From an optimization exercise on the open Yosys and OpenROAD flow, aimed at small area; shortcuts taken in it are not production practice.
In this exercise RTL edits were held to simulation tests only and were not proved equivalent to the original.

## FFT32_pipeline
module FFT32_pipeline (
    input clk,
    input i_rst,
    input signed [10:0] FFTInRe,
    input signed [10:0] FFTInIm,
    input in_valid,
    output signed [10:0] MDCOutUpRe,
    output signed [10:0] MDCOutUpIm,
    output signed [10:0] MDCOutDownRe,
    output signed [10:0] MDCOutDownIm,
    output MDC_out_valid,
    output signed [10:0] FFTOutRe,
    output signed [10:0] FFTOutIm,
    output FFT_out_valid
);
export LEC_CHECK = 0
export ABC_AREA = 1
export CAP_MARGIN = 20
export CORE_MARGIN = 2
export CORE_UTILIZATION = 65
export SLEW_MARGIN = 20
export SYNTH_HIERARCHICAL = 1
create_clock -name core_clock -period 9.0 [get_ports {clk}]
standard.sh (not shown) runs the stock make flow with config.mk's settings and CLKGATE_MAP_FILE= SYNTH_SCRIPT=/design/flow/synth_recipe.tcl, a recipe that flattens the netlist after the stock synthesis.
==> flow/flow/run.sh <==
#!/bin/bash
# Layout flow: the standard ORFS flow (standard.sh) with these changes:
#  - synthesis maps the logic with an area-only ABC script (the registers,
#    the synthesis passes and the flattening are those of the standard flow);
#  - the port buffers are sky130_fd_sc_hd__buf_1 cells instead of the
#    delay-buffer cells buffer_ports picks by itself;
#  - clock tree synthesis inserts no dummy loads.
# Every tool's output goes to standard.log (and ORFS's own logs under orfs/).
set -euo pipefail
rm -rf scripts_area
cp -r "$FLOW_HOME/scripts" scripts_area
printf 'strash\n&get -n\n&st\n&dch\n&nf -a\n&put\n' > scripts_area/abc_area.script
export SCRIPTS_DIR="$PWD/scripts_area"
export BUFFER_PORTS_ARGS="-buffer_cell sky130_fd_sc_hd__buf_1"
export CTS_ARGS="-sink_clustering_enable -repair_clock_nets -sink_clustering_size 18 -sink_clustering_max_diameter 60 -buf_list sky130_fd_sc_hd__clkbuf_8 -dont_use_dummy_load"
bash standard.sh > standard.log 2>&1
Then changed:
==> flow/flow/run.sh (replaced) <==
#!/bin/bash
# Layout flow: the standard ORFS flow (standard.sh), with two changes:
#  - the port buffers are sky130_fd_sc_hd__buf_1 cells instead of the
#    delay-buffer cells buffer_ports picks by itself;
#  - clock tree synthesis inserts no dummy loads.
# Every tool's output goes to standard.log.
set -euo pipefail
export BUFFER_PORTS_ARGS="-buffer_cell sky130_fd_sc_hd__buf_1"
export CTS_ARGS="-sink_clustering_enable -repair_clock_nets -sink_clustering_size 18 -sink_clustering_max_diameter 60 -buf_list sky130_fd_sc_hd__clkbuf_8 -dont_use_dummy_load"
bash standard.sh > standard.log 2>&1
Outcome: The new run finished with timing, DRC and antenna clean; count of clock-buffer cells in the layout went down by 3; critical path depth is unchanged; synthesized cell count climbs by 14%; sequential cell count is unchanged; hold slack is better by 3.4 ps; final area barely changes.

* * *

FFT32_pipeline, a different RTL version from the one above (not shown whole).
Size: roughly 4,500 cells after synthesis.
clock: 9.0 ns
lec_check: 0
cap_margin: 0
core_margin: 2
core_utilization: 70
cts_buf_list: sky130_fd_sc_hd__clkbuf_2 sky130_fd_sc_hd__clkbuf_4 sky130_fd_sc_hd__clkbuf_8
slew_margin: 0
synth_hierarchical: 1
run.sh (not shown) runs the stock make flow with config.mk's settings and CLKGATE_MAP_FILE= SYNTH_SCRIPT=/design/flow/synth_recipe.tcl, a recipe that flattens the netlist after the stock synthesis.
Stock flow here: none of the scripts above is used.
The baseline completed with no timing, DRC or antenna violations.
Then changed:
Settings changed: CAP_MARGIN 0 to 20, CORE_UTILIZATION 70 to 40, CTS_BUF_LIST sky130_fd_sc_hd__clkbuf_2 sky130_fd_sc_hd__clkbuf_4 sky130_fd_sc_hd__clkbuf_8 to not set, SLEW_MARGIN 0 to 20.
Effect:
- The new run ran to the end with no violations
- hold slack is about the same
- setup slack gains 61 ps
- fmax rises by 0.69%
- first-iteration DRC count falls by 38%
- count of clock-buffer cells in the layout falls by 113
Then changed:
Settings changed: CORE_UTILIZATION 40 to 60, CTS_BUF_LIST set to sky130_fd_sc_hd__clkbuf_4 sky130_fd_sc_hd__clkbuf_8.
After rerunning: Register-to-register slack degrades by 70 ps; via count is higher by 1.3%; critical path depth climbs by 1; worst setup slack improves by 37 ps.
Then changed:
Settings changed: CTS_BUF_LIST sky130_fd_sc_hd__clkbuf_4 sky130_fd_sc_hd__clkbuf_8 to sky130_fd_sc_hd__clkbuf_4 sky130_fd_sc_hd__clkbuf_8 sky130_fd_sc_hd__clkbuf_16, CTS_CLUSTER_DIAMETER set to 60, CTS_CLUSTER_SIZE set to 20.
=> Clock-buffer cell count is lower by 190. Die area does not change. Worst hold slack improves by 15 ps. Via count went down slightly. Global-route usage drops by 0.49 points.

* * *

FFT32_pipeline with an RTL version that a note above also has.
Size in the first run: roughly 4000 cells after synthesis, about 1300 flip-flops, roughly 93 I/O pins.
==> flow/design.v (excerpt) <==
module FFT32_pipeline (
    input clk,
    input i_rst,
    input signed [10:0] FFTInRe,
    input signed [10:0] FFTInIm,
    input in_valid,
    output signed [10:0] MDCOutUpRe,
    output signed [10:0] MDCOutUpIm,
    output signed [10:0] MDCOutDownRe,
    output signed [10:0] MDCOutDownIm,
    output MDC_out_valid,
    output signed [10:0] FFTOutRe,
    output signed [10:0] FFTOutIm,
    output FFT_out_valid
);
Settings: LEC_CHECK=0, CAP_MARGIN=20, CORE_MARGIN=2, CORE_UTILIZATION=65, SLEW_MARGIN=20, SYNTH_HIERARCHICAL=1; clock period 9.0 ns.
standard.sh (not shown) runs the stock make flow with config.mk's settings and CLKGATE_MAP_FILE= SYNTH_SCRIPT=/design/flow/synth_recipe.tcl, a recipe that flattens the netlist after the stock synthesis.
==> flow/flow/run.sh <==
#!/bin/bash
# Layout flow: the standard ORFS flow (standard.sh), with two changes:
#  - the port buffers are sky130_fd_sc_hd__buf_2 cells instead of the
#    delay-buffer cells buffer_ports picks by itself;
#  - clock tree synthesis inserts no dummy loads.
# Every tool's output goes to standard.log.
set -euo pipefail
export BUFFER_PORTS_ARGS="-buffer_cell sky130_fd_sc_hd__buf_2"
export CTS_ARGS="-sink_clustering_enable -repair_clock_nets -sink_clustering_size 18 -sink_clustering_max_diameter 60 -buf_list sky130_fd_sc_hd__clkbuf_8 -dont_use_dummy_load"
bash standard.sh > standard.log 2>&1
The starting point ran to the end with no violations.
==> next run, changes <==
==> flow/run.sh (new file) <==
#!/bin/bash
# synth_recipe.tcl (not shown) runs the flow's synth.tcl, then flattens the netlist and writes it again
# the make line also repeats each setting of config.mk as NAME=value (left out here)
make -C /OpenROAD-flow-scripts/flow DESIGN_CONFIG=/design/flow/config.mk WORK_HOME=/design/flow/orfs CLKGATE_MAP_FILE= SYNTH_SCRIPT=/design/flow/synth_recipe.tcl finish
--- a/flow/config.mk
+++ b/flow/config.mk
@@ -10,2 +10,5 @@
 export CORE_UTILIZATION = 65
+export CTS_BUF_LIST = sky130_fd_sc_hd__clkbuf_8
+export CTS_CLUSTER_DIAMETER = 50
+export CTS_CLUSTER_SIZE = 16
 export SLEW_MARGIN = 20
removed: flow/flow/run.sh
removed: flow/standard.sh
=> The changed run ran to the end with no violations; count of clock-buffer cells in the layout rose by 19; wire length rose by a few percent; setup slack loses 0.18 ns; fmax is lower slightly; synthesized cell count does not change; via count is higher slightly; first-iteration DRC count came out higher by a little under a tenth; sequential share of layout area went down by 1.5 points; hold slack gains 0.038 ns.
==> next run, changes <==
==> flow/flow/run.sh (new file) <==
#!/bin/bash
# Layout flow: the standard ORFS flow (standard.sh) with these changes:
#  - synthesis maps the logic with an area-only ABC script (the registers,
#    the synthesis passes and the flattening are those of the standard flow);
#  - the port buffers are sky130_fd_sc_hd__buf_1 cells instead of the
#    delay-buffer cells buffer_ports picks by itself;
#  - clock tree synthesis inserts no dummy loads.
# Every tool's output goes to standard.log (and ORFS's own logs under orfs/).
set -euo pipefail
rm -rf scripts_area
cp -r "$FLOW_HOME/scripts" scripts_area
printf 'strash\ndch\nmap -a\n' > scripts_area/abc_area.script
export SCRIPTS_DIR="$PWD/scripts_area"
export BUFFER_PORTS_ARGS="-buffer_cell sky130_fd_sc_hd__buf_1"
export CTS_ARGS="-sink_clustering_enable -repair_clock_nets -sink_clustering_size 18 -sink_clustering_max_diameter 60 -buf_list sky130_fd_sc_hd__clkbuf_8 -dont_use_dummy_load"
bash standard.sh > standard.log 2>&1
==> flow/standard.sh (new file) <==
#!/bin/bash
# synth_recipe.tcl (not shown) runs the flow's synth.tcl, then flattens the netlist and writes it again
# the make line also repeats each setting of config.mk as NAME=value (left out here)
make -C /OpenROAD-flow-scripts/flow DESIGN_CONFIG=/design/flow/config.mk WORK_HOME=/design/flow/orfs CLKGATE_MAP_FILE= SYNTH_SCRIPT=/design/flow/synth_recipe.tcl "${@:-finish}"
--- a/flow/config.mk
+++ b/flow/config.mk
@@ -7,2 +7,3 @@
 export LEC_CHECK = 0
+export ABC_AREA = 1
 export CAP_MARGIN = 20
@@ -10,5 +11,2 @@
 export CORE_UTILIZATION = 65
-export CTS_BUF_LIST = sky130_fd_sc_hd__clkbuf_8
-export CTS_CLUSTER_DIAMETER = 50
-export CTS_CLUSTER_SIZE = 16
 export SLEW_MARGIN = 20
removed: flow/run.sh
Outcome:
- non-clock buffer count came out lower by 11
- wire length came out lower by 4.9%
- register-to-register slack is worse by 0.36 ns
==> next run, changes <==
==> flow/flow/run.sh (replaced) <==
#!/bin/bash
# Layout flow: the standard ORFS flow (standard.sh), with two changes:
#  - the port buffers are sky130_fd_sc_hd__buf_2 cells instead of the
#    delay-buffer cells buffer_ports picks by itself;
#  - clock tree synthesis inserts no dummy loads.
# Every tool's output goes to standard.log.
set -euo pipefail
export BUFFER_PORTS_ARGS="-buffer_cell sky130_fd_sc_hd__buf_2"
export CTS_ARGS="-sink_clustering_enable -repair_clock_nets -sink_clustering_size 18 -sink_clustering_max_diameter 50 -buf_list sky130_fd_sc_hd__clkbuf_8 -dont_use_dummy_load"
bash standard.sh > standard.log 2>&1
--- a/flow/config.mk
+++ b/flow/config.mk
@@ -7,7 +7,6 @@
 export LEC_CHECK = 0
-export ABC_AREA = 1
-export CAP_MARGIN = 20
+export CAP_MARGIN = 0
 export CORE_MARGIN = 2
 export CORE_UTILIZATION = 65
-export SLEW_MARGIN = 20
+export SLEW_MARGIN = 0
 export SYNTH_HIERARCHICAL = 1
- The changed run completed with no timing, DRC or antenna violations
- register-to-register slack gets better by 0.46 ns
- routed wire length increases by 2.7%
- cell area goes up by 2.3%
- maximum frequency is about the same
- area after synthesis is higher by 3.7%
- first-iteration DRC count goes down by 12%

==> static timing again, ports no longer ideal <==
No port has a modelled driver above. Below, the same layouts with a new extraction and two added sets of constraints.
Step 1: set_driving_cell puts a clkbuf_16 on clk and a buf_2 on each other input, an assumption about the parent block.
Step 2 also shifts input and output timing later by t, the mid clock arrival at the registers, as if the neighbouring blocks saw the same clock.
Slacks: no drivers / after step 1 / after step 2; pairs: no drivers / after step 1.
| run | t, ns | setup WS [ns] | slew at the worst register clock pin (ns) | worst data-port slew with drivers (ns) |
|---|---|---|---|---|
| the first run of note 1 | 0.761 | 0.277 / 0.204 / 0.523 | 0.11 / 0.11 | 0.13 |
| the second run of note 1 | 0.744 | 0.339 / 0.277 / 1.022 | 0.11 / 0.11 | 0.10 |
| the first run of note 2 | 0.944 | 0.119 / 0.071 / 0.119 | 0.08 / 0.08 | 0.12 |
| the second run of note 2 | 0.821 | 0.180 / 0.106 / 0.329 | 0.07 / 0.07 | 0.09 |
| the third run of note 2 | 0.952 | 0.217 / 0.147 / 0.265 | 0.08 / 0.08 | 0.09 |
| the fourth run of note 2 | 0.750 | 0.173 / 0.101 / 0.249 | 0.08 / 0.08 | 0.07 |
| the first run of note 3 | 0.723 | 0.290 / 0.229 / 0.952 | 0.11 / 0.11 | 0.10 |
| the second run of note 3 | 0.820 | 0.113 / 0.046 / 0.866 | 0.10 / 0.10 | 0.11 |
| the third run of note 3 | 0.746 | 0.292 / 0.231 / 0.661 | 0.12 / 0.12 | 0.09 |
| the fourth run of note 3 | 0.730 | 0.301 / 0.240 / 0.969 | 0.11 / 0.11 | 0.10 |
After both steps every run listed still meets setup and hold.
